Context: an optimization exercise on an open-source flow, tuned for small area and a short achievable clock period. The choices shown serve that exercise and are no tape-out recipe. Function was checked by simulation only, so behaviour that the tests miss may differ from the original.

==> flow/design.v (excerpt) <==
module glb_segment #
(
    parameter H_DISP            = 12'd160       ,
    parameter V_DISP            = 12'd120
)
(
    input   wire                clk             ,
    input   wire                rst_n           ,
    input   wire                Y_hsync         ,
    input   wire                Y_vsync         ,
    input   wire    [ 7:0]      Y_data          ,
    input   wire                Y_de            ,
    output  wire                segment_hsync     ,
    output  wire                segment_vsync     ,
    output  wire    [ 7:0]      segment_data      ,
    output  wire                segment_de
);
export LEC_CHECK = 0
export CAP_MARGIN = 20
export CORE_MARGIN = 2
export CORE_UTILIZATION = 45
export PLACE_DENSITY = 0.6
export SLEW_MARGIN = 20
create_clock -name core_clock -period 120.0 [get_ports {clk}]
standard.sh (not shown) runs the stock make flow with config.mk's settings and CLKGATE_MAP_FILE= SYNTH_SCRIPT=/design/flow/synth_recipe.tcl, a recipe that flattens the netlist after the stock synthesis.
==> flow/flow/run.sh <==
#!/bin/bash
# Layout flow: the standard synthesis, then the combinational logic of
# its netlist is re-mapped for area by ABC (every flip-flop instance is kept
# as the standard synthesis made it; three ABC runs with different seeds,
# the smallest result is used), then the standard ORFS flow from floorplan
# to finish with two changes:
#  - ports are buffered with PORT_BUF instead of the default delay buffer;
#  - CTS inserts no dummy loads and uses clkbuf_8 buffers.
# Each tool writes its full output to a log file in this folder (and ORFS
# keeps its per-step logs under orfs/logs).
set -euo pipefail
HERE=$(pwd)
R=$HERE/orfs/results/sky130hd/glb_segment/base
YOSYS=$FLOW_HOME/../tools/install/yosys/bin/yosys
[[ -x $YOSYS ]] || YOSYS=yosys
PORT_BUF=sky130_fd_sc_hd__buf_2

bash standard.sh synth > log_synth.txt 2>&1

cp $R/1_2_yosys.v $HERE/std_1_2_yosys.v
export LIB=$FLOW_HOME/platforms/sky130hd/lib/sky130_fd_sc_hd__tt_025C_1v80.lib
export DONT_USE_CELLS="$(cat $HERE/flow/dontuse.txt)"
export IN_V=$HERE/std_1_2_yosys.v
for s in 1 2 3; do
  mkdir -p $HERE/resyn_$s
  ( OUT_V=$HERE/resyn_$s/1_2_yosys.v OUT_DIR=$HERE/resyn_$s \
    ABC_OPTS="-script +strash;&get,-n;&deepsyn,-T,40,-S,$s;&put;dch,-f;amap" \
    $YOSYS -c $HERE/flow/resyn.tcl > $HERE/resyn_$s/log_resyn.txt 2>&1 || true ) &
done
wait
best=""; besta=""
for s in 1 2 3; do
  f=$HERE/resyn_$s/post_stat.txt
  [[ -s $HERE/resyn_$s/1_2_yosys.v && -f $f ]] || continue
  a=$(awk '/Chip area/ {print $NF}' $f)
  if [[ -z "$besta" ]] || awk -v a=$a -v b=$besta 'BEGIN{exit !(a<b)}'; then best=$s; besta=$a; fi
done
echo "resyn choice: ${best:-none} area ${besta:-n/a}" > log_resyn_choice.txt
if [[ -n "$best" ]]; then
  cp $HERE/resyn_$best/1_2_yosys.v $R/1_2_yosys.v
  rm -f $R/1_synth.odb $R/1_synth.sdc
fi

bash standard.sh \
  "BUFFER_PORTS_ARGS=-buffer_cell $PORT_BUF" \
  "CTS_ARGS=-sink_clustering_enable -repair_clock_nets -dont_use_dummy_load -buf_list sky130_fd_sc_hd__clkbuf_8" \
  "SETUP_SLACK_MARGIN=95.2" \
  finish > log_finish.txt 2>&1
==> flow/flow/resyn.tcl <==
# Re-map the combinational logic of the standard synthesis netlist.
# Every flip-flop instance (name, cell type, connections) is kept.
yosys -import
set lib $::env(LIB)
set dontuse {}
foreach c $::env(DONT_USE_CELLS) { lappend dontuse -dont_use $c }
read_liberty -ignore_miss_func $lib
read_verilog -defer $::env(IN_V)
hierarchy -top glb_segment
# keep sequential cells as instances
setattr -mod -set keep_hierarchy 1 {sky130_fd_sc_hd__df*} {sky130_fd_sc_hd__edf*} {sky130_fd_sc_hd__sdf*} {sky130_fd_sc_hd__dl*} {sky130_fd_sc_hd__conb_1}
flatten
opt_clean -purge
tee -o $::env(OUT_DIR)/pre_stat.txt stat
opt -full
abc -liberty $lib {*}$dontuse {*}$::env(ABC_OPTS)
opt_clean -purge
hilomap -singleton -hicell sky130_fd_sc_hd__conb_1 HI -locell sky130_fd_sc_hd__conb_1 LO
insbuf -buf sky130_fd_sc_hd__buf_4 A X
splitnets
opt_clean -purge
blackbox =A:keep_hierarchy
select -module glb_segment
tee -o $::env(OUT_DIR)/post_stat.txt stat -liberty $lib
select -clear
write_verilog -noattr -nohex -nodec -selected $::env(OUT_V)
Other scripts of this flow, unchanged in this note and not shown: flow/flow/dontuse.txt
Next try:
--- a/flow/flow/run.sh
+++ b/flow/flow/run.sh
@@ -2,6 +2,6 @@
 # Layout flow: the standard synthesis, then the combinational logic of
 # its netlist is re-mapped for area by ABC (every flip-flop instance is kept
-# as the standard synthesis made it; three ABC runs with different seeds,
-# the smallest result is used), then the standard ORFS flow from floorplan
+# as the standard synthesis made it, but the mask register gets a stronger
+# drive; three ABC runs with different seeds, the smallest result is used), then the standard ORFS flow from floorplan
 # to finish with two changes:
 #  - ports are buffered with PORT_BUF instead of the default delay buffer;
@@ -14,5 +14,5 @@
 YOSYS=$FLOW_HOME/../tools/install/yosys/bin/yosys
 [[ -x $YOSYS ]] || YOSYS=yosys
-PORT_BUF=sky130_fd_sc_hd__buf_2
+PORT_BUF=sky130_fd_sc_hd__buf_1
 
 bash standard.sh synth > log_synth.txt 2>&1
@@ -22,8 +22,14 @@
 export DONT_USE_CELLS="$(cat $HERE/flow/dontuse.txt)"
 export IN_V=$HERE/std_1_2_yosys.v
+export FF_RESIZE="seg* sky130_fd_sc_hd__dfrtp_4 hso* sky130_fd_sc_hd__dfrtp_2 vso* sky130_fd_sc_hd__dfrtp_2 deo* sky130_fd_sc_hd__dfrtp_2"
+SCRIPTS=(
+  "+strash;&get,-n;&deepsyn,-T,40,-S,1;&put;dch,-f;amap"
+  "+strash;&get,-n;&deepsyn,-T,30,-S,1;&put;dch,-f;amap;strash;&get,-n;&deepsyn,-T,30,-S,2;&put;dch,-f;amap"
+  "+strash;&get,-n;&deepsyn,-T,30,-S,3;&put;dch,-f;amap;strash;&get,-n;&deepsyn,-T,30,-S,5;&put;dch,-f;amap"
+)
 for s in 1 2 3; do
   mkdir -p $HERE/resyn_$s
   ( OUT_V=$HERE/resyn_$s/1_2_yosys.v OUT_DIR=$HERE/resyn_$s \
-    ABC_OPTS="-script +strash;&get,-n;&deepsyn,-T,40,-S,$s;&put;dch,-f;amap" \
+    ABC_OPTS="-script ${SCRIPTS[$((s-1))]}" \
     $YOSYS -c $HERE/flow/resyn.tcl > $HERE/resyn_$s/log_resyn.txt 2>&1 || true ) &
 done
@@ -45,4 +51,3 @@
   "BUFFER_PORTS_ARGS=-buffer_cell $PORT_BUF" \
   "CTS_ARGS=-sink_clustering_enable -repair_clock_nets -dont_use_dummy_load -buf_list sky130_fd_sc_hd__clkbuf_8" \
-  "SETUP_SLACK_MARGIN=95.2" \
   finish > log_finish.txt 2>&1
--- a/flow/flow/resyn.tcl
+++ b/flow/flow/resyn.tcl
@@ -16,4 +16,8 @@
 abc -liberty $lib {*}$dontuse {*}$::env(ABC_OPTS)
 opt_clean -purge
+# drive strength of chosen flip-flops (same cell type, stronger output)
+if {[info exists ::env(FF_RESIZE)]} {
+  foreach {pat cell} $::env(FF_RESIZE) { chtype -set $cell c:$pat }
+}
 hilomap -singleton -hicell sky130_fd_sc_hd__conb_1 HI -locell sky130_fd_sc_hd__conb_1 LO
 insbuf -buf sky130_fd_sc_hd__buf_4 A X
=> Die area stays flat. Sequential cell count does not change. Hold slack degrades by 96 ps.
Next try:
--- a/flow/flow/run.sh
+++ b/flow/flow/run.sh
@@ -2,6 +2,6 @@
 # Layout flow: the standard synthesis, then the combinational logic of
 # its netlist is re-mapped for area by ABC (every flip-flop instance is kept
-# as the standard synthesis made it, but the mask register gets a stronger
-# drive; three ABC runs with different seeds, the smallest result is used), then the standard ORFS flow from floorplan
+# as the standard synthesis made it; three ABC runs with different seeds,
+# the smallest result is used), then the standard ORFS flow from floorplan
 # to finish with two changes:
 #  - ports are buffered with PORT_BUF instead of the default delay buffer;
@@ -22,14 +22,8 @@
 export DONT_USE_CELLS="$(cat $HERE/flow/dontuse.txt)"
 export IN_V=$HERE/std_1_2_yosys.v
-export FF_RESIZE="seg* sky130_fd_sc_hd__dfrtp_4 hso* sky130_fd_sc_hd__dfrtp_2 vso* sky130_fd_sc_hd__dfrtp_2 deo* sky130_fd_sc_hd__dfrtp_2"
-SCRIPTS=(
-  "+strash;&get,-n;&deepsyn,-T,40,-S,1;&put;dch,-f;amap"
-  "+strash;&get,-n;&deepsyn,-T,30,-S,1;&put;dch,-f;amap;strash;&get,-n;&deepsyn,-T,30,-S,2;&put;dch,-f;amap"
-  "+strash;&get,-n;&deepsyn,-T,30,-S,3;&put;dch,-f;amap;strash;&get,-n;&deepsyn,-T,30,-S,5;&put;dch,-f;amap"
-)
 for s in 1 2 3; do
   mkdir -p $HERE/resyn_$s
   ( OUT_V=$HERE/resyn_$s/1_2_yosys.v OUT_DIR=$HERE/resyn_$s \
-    ABC_OPTS="-script ${SCRIPTS[$((s-1))]}" \
+    ABC_OPTS="-script +strash;&get,-n;&deepsyn,-T,40,-S,$s;&put;dch,-f;amap" \
     $YOSYS -c $HERE/flow/resyn.tcl > $HERE/resyn_$s/log_resyn.txt 2>&1 || true ) &
 done
@@ -51,3 +45,4 @@
   "BUFFER_PORTS_ARGS=-buffer_cell $PORT_BUF" \
   "CTS_ARGS=-sink_clustering_enable -repair_clock_nets -dont_use_dummy_load -buf_list sky130_fd_sc_hd__clkbuf_8" \
+  "SETUP_SLACK_MARGIN=95.2" \
   finish > log_finish.txt 2>&1
--- a/flow/flow/resyn.tcl
+++ b/flow/flow/resyn.tcl
@@ -16,8 +16,4 @@
 abc -liberty $lib {*}$dontuse {*}$::env(ABC_OPTS)
 opt_clean -purge
-# drive strength of chosen flip-flops (same cell type, stronger output)
-if {[info exists ::env(FF_RESIZE)]} {
-  foreach {pat cell} $::env(FF_RESIZE) { chtype -set $cell c:$pat }
-}
 hilomap -singleton -hicell sky130_fd_sc_hd__conb_1 HI -locell sky130_fd_sc_hd__conb_1 LO
 insbuf -buf sky130_fd_sc_hd__buf_4 A X
Effect: Area after synthesis hardly moves; register-to-register slack is better by 430 ps; clock-buffer cell count is unchanged.
Next try:
--- a/flow/flow/run.sh
+++ b/flow/flow/run.sh
@@ -2,6 +2,6 @@
 # Layout flow: the standard synthesis, then the combinational logic of
 # its netlist is re-mapped for area by ABC (every flip-flop instance is kept
-# as the standard synthesis made it; three ABC runs with different seeds,
-# the smallest result is used), then the standard ORFS flow from floorplan
+# as the standard synthesis made it, but the mask register gets a stronger
+# drive; three ABC runs with different seeds, the smallest result is used), then the standard ORFS flow from floorplan
 # to finish with two changes:
 #  - ports are buffered with PORT_BUF instead of the default delay buffer;
@@ -22,8 +22,14 @@
 export DONT_USE_CELLS="$(cat $HERE/flow/dontuse.txt)"
 export IN_V=$HERE/std_1_2_yosys.v
+export FF_RESIZE="seg* sky130_fd_sc_hd__dfrtp_4"
+SCRIPTS=(
+  "+strash;&get,-n;&deepsyn,-T,40,-S,1;&put;dch,-f;amap"
+  "+strash;&get,-n;&deepsyn,-T,30,-S,1;&put;dch,-f;amap;strash;&get,-n;&deepsyn,-T,30,-S,2;&put;dch,-f;amap"
+  "+strash;&get,-n;&deepsyn,-T,30,-S,3;&put;dch,-f;amap;strash;&get,-n;&deepsyn,-T,30,-S,5;&put;dch,-f;amap"
+)
 for s in 1 2 3; do
   mkdir -p $HERE/resyn_$s
   ( OUT_V=$HERE/resyn_$s/1_2_yosys.v OUT_DIR=$HERE/resyn_$s \
-    ABC_OPTS="-script +strash;&get,-n;&deepsyn,-T,40,-S,$s;&put;dch,-f;amap" \
+    ABC_OPTS="-script ${SCRIPTS[$((s-1))]}" \
     $YOSYS -c $HERE/flow/resyn.tcl > $HERE/resyn_$s/log_resyn.txt 2>&1 || true ) &
 done
@@ -45,4 +51,3 @@
   "BUFFER_PORTS_ARGS=-buffer_cell $PORT_BUF" \
   "CTS_ARGS=-sink_clustering_enable -repair_clock_nets -dont_use_dummy_load -buf_list sky130_fd_sc_hd__clkbuf_8" \
-  "SETUP_SLACK_MARGIN=95.2" \
   finish > log_finish.txt 2>&1
--- a/flow/flow/resyn.tcl
+++ b/flow/flow/resyn.tcl
@@ -16,4 +16,8 @@
 abc -liberty $lib {*}$dontuse {*}$::env(ABC_OPTS)
 opt_clean -purge
+# drive strength of chosen flip-flops (same cell type, stronger output)
+if {[info exists ::env(FF_RESIZE)]} {
+  foreach {pat cell} $::env(FF_RESIZE) { chtype -set $cell c:$pat }
+}
 hilomap -singleton -hicell sky130_fd_sc_hd__conb_1 HI -locell sky130_fd_sc_hd__conb_1 LO
 insbuf -buf sky130_fd_sc_hd__buf_4 A X
The changed run ran to the end with no violations.
Wire length grows by 2.3%.
Utilization shrinks by 0.19 points.
Global-route usage grows by 0.64 points.
Area after synthesis stays flat.
Via count grows by 1.3%.
Register-to-register slack degrades by 560 ps.
Die area barely changes.
Cell area shrinks by 0.81%.
Clock skew shrinks by 8.8 ps.

## afterwards: timing with drivers on the ports
In the flow no input, the clock included, has a driving cell. The finished layouts below were timed again as built, in two steps. Step 1 sets driving cells, clkbuf_16 on the clock port and buf_2 on the other inputs (assumed; they add their load-dependent delay and slew). Step 2 also shifts input and output timing later by t, the mid clock arrival at the registers, as if the neighbouring blocks saw the same clock. Slacks: ideal ports / drivers / drivers and shift; pairs: ideal ports / drivers.
run	t, ns	setup slack, ns	clock arrival spread, ns	worst data-port slew with drivers (ns)
the first run	0.414	95.035 / 94.995 / 94.830	0.010 / 0.011	0.03
the second run	0.397	94.662 / 94.674 / 94.277	0.026 / 0.026	0.04
the third run	0.407	95.005 / 94.971 / 94.831	0.030 / 0.029	0.04
the fourth run	0.399	94.597 / 94.609 / 94.210	0.020 / 0.021	0.03
After both steps setup and hold are still met in every run listed. The setup slack of the fourth run, which loses most, moves by +0.012 ns with the drivers and by -0.387 ns with both steps.
